Background: an optimization exercise with open tools, aiming at small area. Do not read the settings as production practice. Where RTL was checked, it was by simulation tests only, not by an equivalence proof against the original. No driver is modelled on the clock port, so clock power and skew are understated where the tree is cut down; a real chip needs a root buffer or a tree. No activity file was given, so power comes from the tool's default toggle rates.

==> flow/design.v <==
module uart_top (
	input clkin,
	input rst_n,
	input rx,
	output tx,
	output [2:0] rgb_led
	);
wire clk = clkin;
localparam T_END  = 13'b1111100011011;
localparam T_HARF = 13'b0101101101100;
localparam T_TERM = 13'b0101100101100;
reg rx1, rx2;
reg s0, s1, s2, s3, s4;
always @(posedge clk or negedge rst_n) begin
	if (~rst_n) begin
		rx1 <= 1'b1;
		rx2 <= 1'b1;
	end else begin
		rx1 <= rx;
		rx2 <= rx1;
	end
end
always @(posedge clk) begin
	s0 <= rx2;
	s1 <= s0;
	s2 <= s1;
	s3 <= s2;
	s4 <= s3;
end
wire edge_rx = ~rx2 & s0;
wire m3 = (s0 & s1) | (s2 & (s0 | s1));
wire o3 = s0 | s1 | s2;
wire a3 = s0 & s1 & s2;
wire bit_data = a3 | (m3 & (s3 | s4)) | (o3 & s3 & s4);
localparam RX_IDLE = 4'b0000;
localparam RX_ACPT = 4'b0001;    
localparam RX_STAR = 4'b0010;
localparam RX_BIT0 = 4'b0011;
localparam RX_STOP = 4'b1000;
reg [3:0] rx_state;
reg [12:0] sample_cntr;
reg hb;                          
wire sample_trg = (sample_cntr == T_END);
wire rx_idle = (rx_state == RX_IDLE) | (rx_state == RX_ACPT);
wire start_trg = edge_rx & rx_idle;
always @(posedge clk) begin
	if (start_trg)
		sample_cntr <= T_HARF;
	else if (sample_trg)
		sample_cntr <= T_TERM;
	else
		sample_cntr <= {sample_cntr[11:0], sample_cntr[12] ^ sample_cntr[2]};
end
always @(posedge clk or negedge rst_n) begin
	if (~rst_n)
		rx_state <= RX_IDLE;
	else if (rx_idle)
		rx_state <= edge_rx ? RX_STAR : RX_IDLE;
	else if (sample_trg) begin
		if (rx_state == RX_STAR)
			rx_state <= bit_data ? RX_IDLE : RX_BIT0;
		else if (rx_state == RX_BIT0)
			rx_state <= 4'b1001;
		else if (rx_state == RX_STOP)
			rx_state <= bit_data ? RX_ACPT : RX_IDLE;
		else
			rx_state <= {1'b1, rx_state[2] ^ (rx_state[1] & rx_state[0]), rx_state[1] ^ rx_state[0], ~rx_state[0]};
	end
end
always @(posedge clk) begin
	if (sample_trg)
		hb <= bit_data;
end
reg tx_wten;
reg [2:0] led_value;
always @(posedge clk or negedge rst_n) begin
	if (~rst_n) begin
		tx_wten <= 1'b0;
		led_value <= 3'd0;
	end else begin
		tx_wten <= (rx_state == RX_ACPT);
		if (tx_wten)
			led_value <= {led_value[2] ^ (led_value[1] & led_value[0]), led_value[1] ^ led_value[0], ~led_value[0]};
	end
end
assign rgb_led = led_value;
reg [3:0] wp, rp;
function [3:0] inc4(input [3:0] a);
	inc4 = {a[3] ^ (a[2] & a[1] & a[0]), a[2] ^ (a[1] & a[0]), a[1] ^ a[0], ~a[0]};
endfunction
wire empty = (wp == rp);
wire full = (wp[2:0] == rp[2:0]) & (wp[3] ^ rp[3]);
wire tx_wr = tx_wten & ~full;
reg [5:0] ph;
reg [63:0] ring;
always @(posedge clk)
	ph <= {ph[4:0], ph[5] ^ ph[4] ^ (ph[4:0] == 5'd0)};
reg [3:0] tv;
wire wen = rx_state[3] & (ph == {wp[2:0], rx_state[2:0]});
always @(posedge clk)
	ring <= {ring[62:0], wen ? hb : ring[63]};
reg [12:0] tx_cycle_cntr;
reg nxt;
reg tx_reg;
wire busy = (tv != 4'd0);
wire cycle_end = (tx_cycle_cntr == T_END);
wire tx_start = ~busy & ~empty;
wire tx_next = busy & cycle_end & (tv != 4'd11);
wire tx_finish = cycle_end & (tv == 4'd11);
always @(posedge clk) begin
	if (tx_start | tx_next)
		tx_cycle_cntr <= T_TERM;
	else
		tx_cycle_cntr <= {tx_cycle_cntr[11:0], tx_cycle_cntr[12] ^ tx_cycle_cntr[2]};
end
always @(posedge clk) begin
	if (ph == {rp[2:0], tv[2:0]})
		nxt <= ring[63];
end
always @(posedge clk or negedge rst_n) begin
	if (~rst_n) begin
		wp <= 4'd0;
		rp <= 4'd0;
		tv <= 4'd0;
		tx_reg <= 1'b1;
	end else begin
		if (tx_wr)
			wp <= inc4(wp);
		if (tx_finish)
			rp <= inc4(rp);
		if (tx_start)
			tv <= 4'd1;
		else if (tx_finish)
			tv <= 4'd0;
		else if (tx_next)
			tv <= inc4(tv);
		if (tx_start)
			tx_reg <= 1'b0;
		else if (tx_next)
			tx_reg <= (tv <= 4'd8) ? nxt : 1'b1;
	end
end
assign tx = tx_reg;
endmodule
Settings: LEC_CHECK=0, CAP_MARGIN=0, CORE_MARGIN=2, CORE_UTILIZATION=40, SLEW_MARGIN=0; clock period 20.8 ns.
standard.sh (not shown) runs the stock make flow with config.mk's settings and CLKGATE_MAP_FILE= SYNTH_SCRIPT=/design/flow/synth_recipe.tcl, a recipe that flattens the netlist after the stock synthesis.
==> flow/flow/run.sh <==
#!/bin/bash
# Standard ORFS layout, except that the clock tree is built by flow/cts_step.tcl:
# the clock port drives four clkbuf_16, each placed at the centre of a cluster
# of flip-flops.  Each tool's output goes to a log file of its own here.
set -euo pipefail
bash standard.sh synth floorplan place > orfs_make_to_place.log 2>&1
RES=orfs/results/sky130hd/uart_top/base
export RESULTS=$RES
export LIBFILE=$FLOW_HOME/platforms/sky130hd/lib/sky130_fd_sc_hd__tt_025C_1v80.lib
export PLATFORM_DIR=$FLOW_HOME/platforms/sky130hd
export NLEAF=4 LEAFBUF=sky130_fd_sc_hd__clkbuf_16 ROOTBUF= CLKNET=clkin
openroad -no_init -exit flow/cts_step.tcl > cts_step.log 2>&1
cp $RES/3_place.sdc $RES/4_cts.sdc
bash standard.sh finish > orfs_make_finish.log 2>&1
==> flow/flow/cts_step.tcl <==
# Replaces ORFS's CTS step: reads the placed design, builds the clock tree
# with mycts.tcl, legalises the placement and writes the CTS step's results.
set res $::env(RESULTS)
read_db $res/3_place.odb
read_liberty $::env(LIBFILE)
read_sdc $res/3_place.sdc
source $::env(PLATFORM_DIR)/setRC.tcl
source [file dirname [info script]]/mycts.tcl
# the port buffers: the smallest buffer is enough for one pin or the output load
foreach inst [[ord::get_db_block] getInsts] {
  if {[regexp {^(input|output)[0-9]+$} [$inst getName]] &&
      [[$inst getMaster] getName] eq "sky130_fd_sc_hd__clkdlybuf4s50_1"} {
    replace_cell [get_cells [$inst getName]] sky130_fd_sc_hd__buf_1
  }
}
detailed_placement
check_placement -verbose
set_propagated_clock [all_clocks]
estimate_parasitics -placement
report_clock_skew
report_worst_slack -min
report_worst_slack -max
write_db $res/4_1_cts.odb
Other scripts of this flow, unchanged in this note and not shown: flow/flow/mycts.tcl
The baseline finished clean.
Edit:
==> flow/flow/cts_step.tcl (replaced) <==
# Replaces ORFS's CTS step: reads the placed design, builds the clock tree
# with mycts.tcl, legalises the placement and writes the CTS step's results.
set res $::env(RESULTS)
read_db $res/3_place.odb
read_liberty $::env(LIBFILE)
read_sdc $res/3_place.sdc
source $::env(PLATFORM_DIR)/setRC.tcl
source [file dirname [info script]]/mycts.tcl
detailed_placement
check_placement -verbose
set_propagated_clock [all_clocks]
estimate_parasitics -placement
report_clock_skew
report_worst_slack -min
report_worst_slack -max
write_db $res/4_1_cts.odb
Settings changed: CAP_MARGIN 0 to 20, CORE_UTILIZATION 40 to 60, SLEW_MARGIN 0 to 20.
- die area is lower by 32%
- routed wire length is higher by 3.3%
- register-to-register slack loses 0.02 ns
- power stays flat
- cell area is lower by about 0.34%
- global-route usage is higher by 4.5 points
- clock power is lower by about 1%
- critical path depth does not change
- sequential power is about the same
Edit:
Settings changed: CORE_UTILIZATION 60 to 40.
Core utilization shrinks by 22 points.
Total power stays flat.
Clock power grows slightly.
Routed wire length shrinks by a few percent.
Final cell count grows by roughly a tenth.
No run of this note takes its clock network from TritonCTS; it comes from the design's own scripts or RTL.

========
== the previous run ==
// uart_top: RTL as listed in full above, without the edits since
export LEC_CHECK = 0
export CAP_MARGIN = 20
export CORE_MARGIN = 2
export CORE_UTILIZATION = 40
export SLEW_MARGIN = 20
create_clock -name core_clock -period 20.8 [get_ports {clkin}]
==> flow/flow/run.sh <==
#!/bin/bash
# Standard ORFS layout with a lighter clock tree: fewer, larger sink clusters
# and no dummy loads.  Each tool's output goes to its own log in this folder.
set -euo pipefail
export CTS_ARGS="-sink_clustering_enable -repair_clock_nets -sink_clustering_size 25 -sink_clustering_max_diameter 150 -buf_list {sky130_fd_sc_hd__clkbuf_4 sky130_fd_sc_hd__clkbuf_8} -root_buf sky130_fd_sc_hd__clkbuf_8 -dont_use_dummy_load"
bash standard.sh finish > orfs_make.log 2>&1
The previous run completed; timing, DRC and antenna clean
What the current run does differently from the previous run at the input level:
==> flow/flow/run.sh <==
#!/bin/bash
# Standard ORFS layout with a lighter clock tree: fewer, larger sink clusters
# and no dummy loads.  Each tool's output goes to its own log in this folder.
set -euo pipefail
export CTS_ARGS="-sink_clustering_enable -repair_clock_nets -sink_clustering_size 40 -sink_clustering_max_diameter 200 -buf_list sky130_fd_sc_hd__clkbuf_8 -root_buf sky130_fd_sc_hd__clkbuf_8 -dont_use_dummy_load"
bash standard.sh finish > orfs_make.log 2>&1
Results
- The current run reached the final stage; the timing, DRC and antenna checks on its layout passed.
- Diff the current run..the previous run | register fraction of the total cell area | unchanged
- The current run against the previous run: buffer count from post-CTS setup fixing about even, count of multi-input combinational gates about even, required time of the critical path about even.
- Total detailed-routing wirelength: the current run vs the previous run identical
- Reported for the current run and the previous run, worst-case reg-to-reg path depth turned out identical to the last digit.

========
run 1:
uart_top, a different RTL version from the one above (not shown whole).
For scale: ~310 cells after synthesis, about 130 flip-flops, ~7 I/O pins, roughly 4000 um2 of cells after synthesis.
## uart_top
module uart_top (
	input clkin,
	input rst_n,
	input rx,
	output tx,
	output [2:0] rgb_led
	);
wire clk = clkin;
localparam T_END  = 13'b1111100011011;
localparam T_HARF = 13'b0101101101100;
localparam T_TERM = 13'b0101100101100;
reg rx1, rx2;
reg s0, s1, s2, s3, s4;
always @(posedge clk or negedge rst_n) begin
	if (~rst_n) begin
		rx1 <= 1'b1;
		rx2 <= 1'b1;
	end else begin
		rx1 <= rx;
		rx2 <= rx1;
	end
end
always @(posedge clk) begin
	s0 <= rx2;
	s1 <= s0;
	s2 <= s1;
	s3 <= s2;
	s4 <= s3;
end
wire edge_rx = ~rx2 & s0;
wire [2:0] bit_cnt = s0 + s1 + s2 + s3 + s4;
wire bit_data = (bit_cnt >= 3'd3);
localparam RX_IDLE = 2'd0;
localparam RX_ACPT = 2'd1;    
localparam RX_STAR = 2'd2;
localparam RX_DATA = 2'd3;    
reg [1:0] rx_state;
reg [12:0] sample_cntr;
reg [8:0] rb;                 
wire sample_trg = (sample_cntr == T_END);
wire rx_idle = ~rx_state[1];
wire start_trg = edge_rx & rx_idle;
wire in_stop = rb[8];
always @(posedge clk) begin
	if (start_trg)
		sample_cntr <= T_HARF;
  ...
make LEC_CHECK=0 CAP_MARGIN=20 CORE_MARGIN=2 CORE_UTILIZATION=40 SLEW_MARGIN=20 finish   # period 20.8 ns
run.sh (not shown) runs the stock make flow with config.mk's settings and CLKGATE_MAP_FILE= SYNTH_SCRIPT=/design/flow/synth_recipe.tcl, a recipe that flattens the netlist after the stock synthesis.
Stock flow here: none of the scripts above is used.
The inputs of run 2 differ from those of run 1 as listed below.
Settings: CTS_CLUSTER_SIZE: unset -> 50; CTS_BUF_LIST: unset -> sky130_fd_sc_hd__clkbuf_8; CTS_CLUSTER_DIAMETER: unset -> 200; ABC_AREA: unset -> 1.
### Flow results
- Looking at design area, run 2 sits about 6% above run 1.
- Compared with run 1, run 2 shows die area higher by 9.0%.
- Setup WNS run 1 -> run 2: better
For run 3, these inputs were changed with respect to run 2:
Settings: CTS_CLUSTER_SIZE removed (was 50); CORE_UTILIZATION changed from 40 to 70; CTS_CLUSTER_DIAMETER removed (was 200); CTS_BUF_LIST changed from sky130_fd_sc_hd__clkbuf_8 to sky130_fd_sc_hd__clkbuf_4 sky130_fd_sc_hd__clkbuf_2.
### Flow results
Between run 2 and run 3, the flow reports routability congestion estimate increasing slightly.
Run 3 reached the end of the flow, and the finished layout is clean on the timing, DRC and antenna checks.
Final cycle utilization of the critical path for run 3: 0.22 points up relative to run 2
Run 2 → run 3: fraction of power spent switching nets stayed essentially flat, power fell by 11%, internal power summed over all cells fell by 11%, sum of net half-perimeters after detailed placement rose by 4.3%.
The routed length on met2 in run 2 is 0.844 times that in run 3.
Run 3: post-route core utilization is 34 points higher than what run 2 reported.
Per the comparison of run 3 with run 2, initial cell density of the core +33 points; final critical-path required period +0.046 ns.
Changes in run 4 relative to run 3:
Settings: a deleted ABC_AREA that had been 1; a change of CORE_UTILIZATION from 70 to 40.
Notes after the runs:
Run 4 completed end to end with timing, DRC and antenna clean. Run 4 vs run 3: sum of routed wire segments on met1 down in run 4. Compared with run 3, run 4 instantiates a smaller number of standard cells. In the flow results for run 4 and run 3, the fraction of area in registers is larger on run 4. In terms of setup slack, run 4 and run 3 differ only marginally. Cmp run 4 vs run 3: post-synthesis share of cell area spent on full adders, half adders and majority gates higher in run 4. Diff run 4 and run 3: post-synthesis net count higher in run 3. Looking at run 4 and run 3, the combinational fraction of design power is a wash. Compared with run 3, run 4 shows a lower routed wire length. Diff run 4 and run 3: utilization higher in run 3.
--- input diff run 4..run 5 ---
Settings: CTS_CLUSTER_SIZE now 30, previously not set; CTS_CLUSTER_DIAMETER now 100, previously not set.
--- outcome ---
Run 5 ended with every stage complete and zero timing, DRC or antenna violations. Power came out exactly the same in run 4 and run 5. Delta (run 5 minus run 4): layout-stage area growth over the synthesis result flat; width of the die flat. Post-place instance area came out exactly the same in run 4 and run 5. In terms of share of power burned in combinational logic, run 4 and run 5 differ only marginally.
No functional check of the RTL was part of any run of this note.

## afterwards: timing with drivers on the ports
Ports are ideal in the flow. The routed layouts listed here were re-timed in OpenROAD.
Step 1 assumes that a clkbuf_16 drives the clock port and a buf_2 every other input.
Step 2, shift: input delay + t, output delay - t, t = (earliest + latest rising clock arrival at the registers) / 2. This alone moves slack from input paths to output paths.
a / b / c = no drivers / after step 1 / after step 2; a / b = the first two.
run | t (ns) | setup WS [ns] | slew at the worst register clock pin (ns) | worst data-port slew with drivers (ns)
the first run of note 1 | 0.237 | 15.791 / 15.718 / 15.955 | 0.11 / 0.11 | 0.03
the second run of note 1 | 0.233 | 15.426 / 15.356 / 15.590 | 0.12 / 0.12 | 0.03
the third run of note 1 | 0.237 | 15.413 / 15.340 / 15.577 | 0.11 / 0.11 | 0.03
the previous run | 0.424 | 15.194 / 15.165 / 15.589 | 0.07 / 0.07 | 0.03
the current run | 0.424 | 15.194 / 15.165 / 15.589 | 0.07 / 0.07 | 0.03
run 1 | 0.536 | 15.086 / 15.055 / 15.591 | 0.06 / 0.06 | 0.03
run 2 | 0.465 | 15.123 / 15.090 / 15.555 | 0.09 / 0.09 | 0.03
run 3 | 0.508 | 15.076 / 15.051 / 15.559 | 0.11 / 0.11 | 0.03
run 4 | 0.522 | 15.077 / 15.049 / 15.571 | 0.11 / 0.11 | 0.03
run 5 | 0.522 | 15.077 / 15.049 / 15.571 | 0.11 / 0.11 | 0.03
After both steps every run listed still meets setup and hold.
